From an optimization exercise on the open Yosys and OpenROAD flow, aimed at a short achievable clock period and few clock cycles; shortcuts taken in it are not production practice.
Only simulation tests tie the RTL to the original design; equivalence was not proved.

## quartz
## mips
module mips (
    input wire clk,
    input wire rst,
    output wire [31:0] imem_addr,
    input  wire [31:0] imem_rdata,
    output wire [31:0] dmem_addr,
    output wire [31:0] dmem_wdata,
    output wire        dmem_we,
    input  wire [31:0] dmem_rdata
);
reg  [31:0] pc_f;       
wire [31:0] pc4_f = pc_f + 32'd4;
wire [31:0] inst_f = imem_rdata;
assign imem_addr = pc_f;
reg         v_d;
reg  [31:0] ir_d;
reg  [31:0] pc4_d;
wire [5:0] op_d  = ir_d[31:26];
wire [4:0] rs_d  = ir_d[25:21];
wire [4:0] rt_d  = ir_d[20:16];
wire [4:0] rd_d  = ir_d[15:11];
wire [5:0] fn_d  = ir_d[5:0];
wire [31:0] imm_d = {{16{ir_d[15]}}, ir_d[15:0]};
wire is_r_d    = (op_d == 6'b000000);
wire is_addi_d = (op_d == 6'b001000);
wire is_lw_d   = (op_d == 6'b100011);
wire is_sw_d   = (op_d == 6'b101011);
wire is_beq_d  = (op_d == 6'b000100) & (rs_d != rt_d);
wire bsl_d     = (op_d == 6'b000100) & (rs_d == rt_d)
               & ~((ir_d[15:5] == 11'd0) | (ir_d[15:5] == 11'h7FF));
wire is_mul_d  = is_r_d & (fn_d == 6'b011100);
wire is_sub_d  = is_r_d & (fn_d == 6'b100010);
wire is_slt_d  = is_r_d & (fn_d == 6'b101010);
wire wr_d      = is_r_d | is_addi_d | is_lw_d;
wire [4:0] wdst_d = is_r_d ? rd_d : rt_d;
wire use_rs_d  = is_r_d | is_addi_d | is_lw_d | is_sw_d | is_beq_d;
wire use_rt_d  = is_r_d | is_sw_d | is_beq_d;
wire isel_d    = is_addi_d | is_lw_d | is_sw_d;
reg         wr_e, ld_e, mul_e, sw_e, sub_e, slt_e;
reg  [4:0]  wdst_e;
reg  [31:0] a_e, b_e, st_e, ma_e, mb_e;
wire [31:0] alu_e;
reg         wr_m, ld_m, mul_m, we_m;
reg  [4:0]  wdst_m;
reg  [31:0] res_m, std_m, s_m, c_m, d_m, da_m;
wire [31:0] val_m;
reg         wr_w;
reg  [4:0]  wdst_w;
reg  [31:0] res_w;
wire [31:0] rf_rs, rf_rt;
register_file RF (
    .A1(rs_d), .A2(rt_d), .A3(wdst_w), .wd3(res_w),
    .clk(clk), .rst(rst), .we3(wr_w),
    .rd1(rf_rs), .rd2(rf_rt)
);
wire he_rs = wr_e & (wdst_e == rs_d);
wire hm_rs = wr_m & (wdst_m == rs_d);
wire hw_rs = wr_w & (wdst_w == rs_d);
wire he_rt = wr_e & (wdst_e == rt_d);
wire hm_rt = wr_m & (wdst_m == rt_d);
wire hw_rt = wr_w & (wdst_w == rt_d);
wire [31:0] fwd_rs = he_rs ? alu_e : hm_rs ? val_m : hw_rs ? res_w : rf_rs;
  ...
Settings: LEC_CHECK=0, CAP_MARGIN=20, CORE_MARGIN=2, CORE_UTILIZATION=80, CTS_CLUSTER_DIAMETER=100, CTS_CLUSTER_SIZE=25, SLEW_MARGIN=20, SYNTH_HIERARCHICAL=1; clock period 23.0 ns.
standard.sh (not shown) runs the stock make flow with config.mk's settings and CLKGATE_MAP_FILE= SYNTH_SCRIPT=/design/flow/synth_recipe.tcl, a recipe that flattens the netlist after the stock synthesis.
==> flow/flow/run.sh <==
#!/bin/bash
set -euo pipefail
MARGIN=${MARGIN:-17.4}
sed -e "s|CLKGATE_MAP_FILE= |CLKGATE_MAP_FILE= SETUP_SLACK_MARGIN=${MARGIN} 'BUFFER_PORTS_ARGS=-buffer_cell sky130_fd_sc_hd__buf_4' |" standard.sh > standard_margin.sh
bash standard_margin.sh > make_flow.log 2>&1 || { tail -50 make_flow.log; exit 1; }
tail -5 make_flow.log
Flow for quartz halted at 5_1_grt, error code GRT-0232.
Testbench counts of quartz, summed over its fixed seeds: cycles 36,926.
## Diff of input files: raven against quartz
--- a/flow/design.v
+++ b/flow/design.v
@@ -2031,26 +2031,18 @@
 assign lo[5] = p0[5] ^ g3_4;
 wire co = g3_5;
 wire [23:0] hi1 = b[5] ? pc4[31:8] : hip;
 wire [23:0] hi0 = b[5] ? him : pc4[31:8];
 wire [23:0] hi = co ? hi1 : hi0;
 wire [31:0] bt = {hi, lo, 2'b00};
 wire [31:0] jt = {pc4[31:28], inst[25:0], 2'b00};
 assign pcx = (j & ~hold) ? jt : (bs & ~hold) ? bt : pcs;
 endmodule
-module pc_fin (
-    input  wire [31:0] pn,
-    input  wire [31:0] bt,
-    input  wire        td,
-    output wire [31:0] pcx
-);
-assign pcx = td ? bt : pn;
-endmodule
 module adder (
     input wire [31:0] A,
     input wire [31:0] B,
     output wire [31:0] C
 );
 assign C=A+B;    
 endmodule
 module mux #(
     parameter Length_in=32,
@@ -2180,53 +2172,41 @@
 wire he_rt = wr_e & (wdst_e == rt_d);
 wire hm_rt = wr_m & (wdst_m == rt_d);
 wire hw_rt = wr_w & (wdst_w == rt_d);
 wire [31:0] fwd_rs = he_rs ? alu_e : hm_rs ? val_m : hw_rs ? res_w : rf_rs;
 wire [31:0] fwd_rt = he_rt ? alu_e : hm_rt ? val_m : hw_rt ? res_w : rf_rt;
 wire late_e = ld_e | mul_e;
 wire stall_d = v_d & (
       (use_rs_d & he_rs & late_e)
     | (use_rt_d & he_rt & late_e));
-wire late_m = ld_m | mul_m;
-wire [31:0] cmp_rs = hm_rs ? res_m : hw_rs ? res_w : rf_rs;
-wire [31:0] cmp_rt = hm_rt ? res_m : hw_rt ? res_w : rf_rt;
-wire        dres_d = is_beq_d & ~(hm_rs & ~he_rs & late_m) & ~(hm_rt & ~he_rt & late_m)
-                   & ~((he_rs | he_rt) & slt_e);
-wire [31:0] k_d    = he_rs ? cmp_rt : cmp_rs;
-wire [31:0] bx_e   = b_e ^ {32{sub_e}};
-wire [31:0] cfs_d  = a_e ^ bx_e ^ k_d;
-wire [31:0] cfc_d  = {(a_e[30:0] & bx_e[30:0]) | ((a_e[30:0] | bx_e[30:0]) & ~k_d[30:0]), sub_e};
-wire        eq_d   = (he_rs | he_rt) ? (cfs_d == cfc_d) : (cmp_rs == cmp_rt);
-wire        taken_d = v_d & dres_d & ~stall_d & eq_d;
 reg         beq_e;
 reg  [31:0] bt_e;
 wire        taken_e = beq_e & (a_e == b_e);
 wire [31:0] bt_d    = pc4_d + {imm_d[29:0], 2'b00};
 wire stall_f = stall_d & ~taken_e;
 wire go_d = v_d & ~stall_d & ~taken_e;
 wire        tkd_d  = v_d & bsl_d;
 reg         booted;
 wire        hold_f = taken_e | tkd_d | stall_d | ~booted;
 wire [31:0] pcs_f  = ~booted ? 32'd0 : taken_e ? bt_e : tkd_d ? bt_d : stall_d ? pc_f : pc4_f;
-wire [31:0] pcn_f, pcx_f;
+wire [31:0] pcx_f;
 fetch_next FN (
     .inst(inst_f), .pc4(pc4_f),
     .hip(pc4_f[31:8] + 24'd1), .him(pc4_f[31:8] - 24'd1),
-    .pcs(pcs_f), .hold(hold_f), .pcx(pcn_f)
+    .pcs(pcs_f), .hold(hold_f), .pcx(pcx_f)
 );
-pc_fin PF (.pn(pcn_f), .bt(bt_d), .td(taken_d & ~taken_e), .pcx(pcx_f));
 always @(posedge clk or negedge rst) begin
     if (!rst) begin
         v_d    <= 1'b0;
         booted <= 1'b0;
     end else begin
         booted <= 1'b1;
-        if (taken_e | tkd_d | taken_d | ~booted)
+        if (taken_e | tkd_d | ~booted)
             v_d <= 1'b0;
         else if (!stall_d)
             v_d <= 1'b1;
     end
 end
 always @(posedge clk)
     pc_f <= pcx_f;
 always @(posedge clk) begin
     if (!stall_f) begin
@@ -2236,19 +2216,19 @@
 end
 always @(posedge clk or negedge rst) begin
     if (!rst) begin
         wr_e  <= 1'b0;
         ld_e  <= 1'b0;
         mul_e <= 1'b0;
         sw_e  <= 1'b0;
         beq_e <= 1'b0;
     end else begin
-        beq_e <= go_d & is_beq_d & ~dres_d;
+        beq_e <= go_d & is_beq_d;
         wr_e  <= go_d & wr_d;
         ld_e  <= go_d & is_lw_d;
         mul_e <= go_d & is_mul_d;
         sw_e  <= go_d & is_sw_d;
     end
 end
 always @(posedge clk) begin
     wdst_e <= wdst_d;
     bt_e   <= bt_d;
[summary]
In summary, raven completed successfully, with a layout that passed the timing, design-rule and antenna checks. Diff quartz -> raven: simple-gate share of the synthesized area shows a reduction of 0.43 points, initial core utilization shows no meaningful change. Across both runs, vertical die dimension was lower for raven than for quartz. raven: post-placement setup slack 660 ps above quartz. Compared with quartz, raven shows a number of library cell types mapped by synthesis that is 5 lower. Post-synthesis compound-gate area fraction: higher on quartz. Buffer count from post-CTS setup fixing is lower on raven. Re proportion of synthesized chip area in sequential cells: raven and quartz aren't equal, and the higher value belongs to raven. Compared with quartz, raven shows number of placement rows that has gone down slightly. Looking at fraction of the mapped netlist area in adder cells, raven sits below quartz.
Testbench counts of raven, summed over its fixed seeds: cycles 37,690.

[separate check: timing with driven ports]
The results above use ideal ports. As a check the final layout listed here was re-extracted and re-timed, cells and wires unchanged. Step 1: set_driving_cell puts a clkbuf_16 on clk and a buf_2 on each other input, an assumption about the parent block. Step 2 times the ports against the registers' clock, not the clock port: input delays grow and output delays shrink by t, the midpoint of the rising clock arrivals with the driver on. Slacks: ideal ports / drivers / drivers and shift; pairs: ideal ports / drivers.
run: raven
t, ns: 0.803
setup slack, ns: 17.148 / 17.064 / 16.376
worst setup path after step 2: input to register
clock arrival spread, ns: 0.042 / 0.042
After both steps raven still meets setup and hold. For raven, drivers alone change the setup slack by -0.084 ns; drivers and shift together by -0.772 ns.
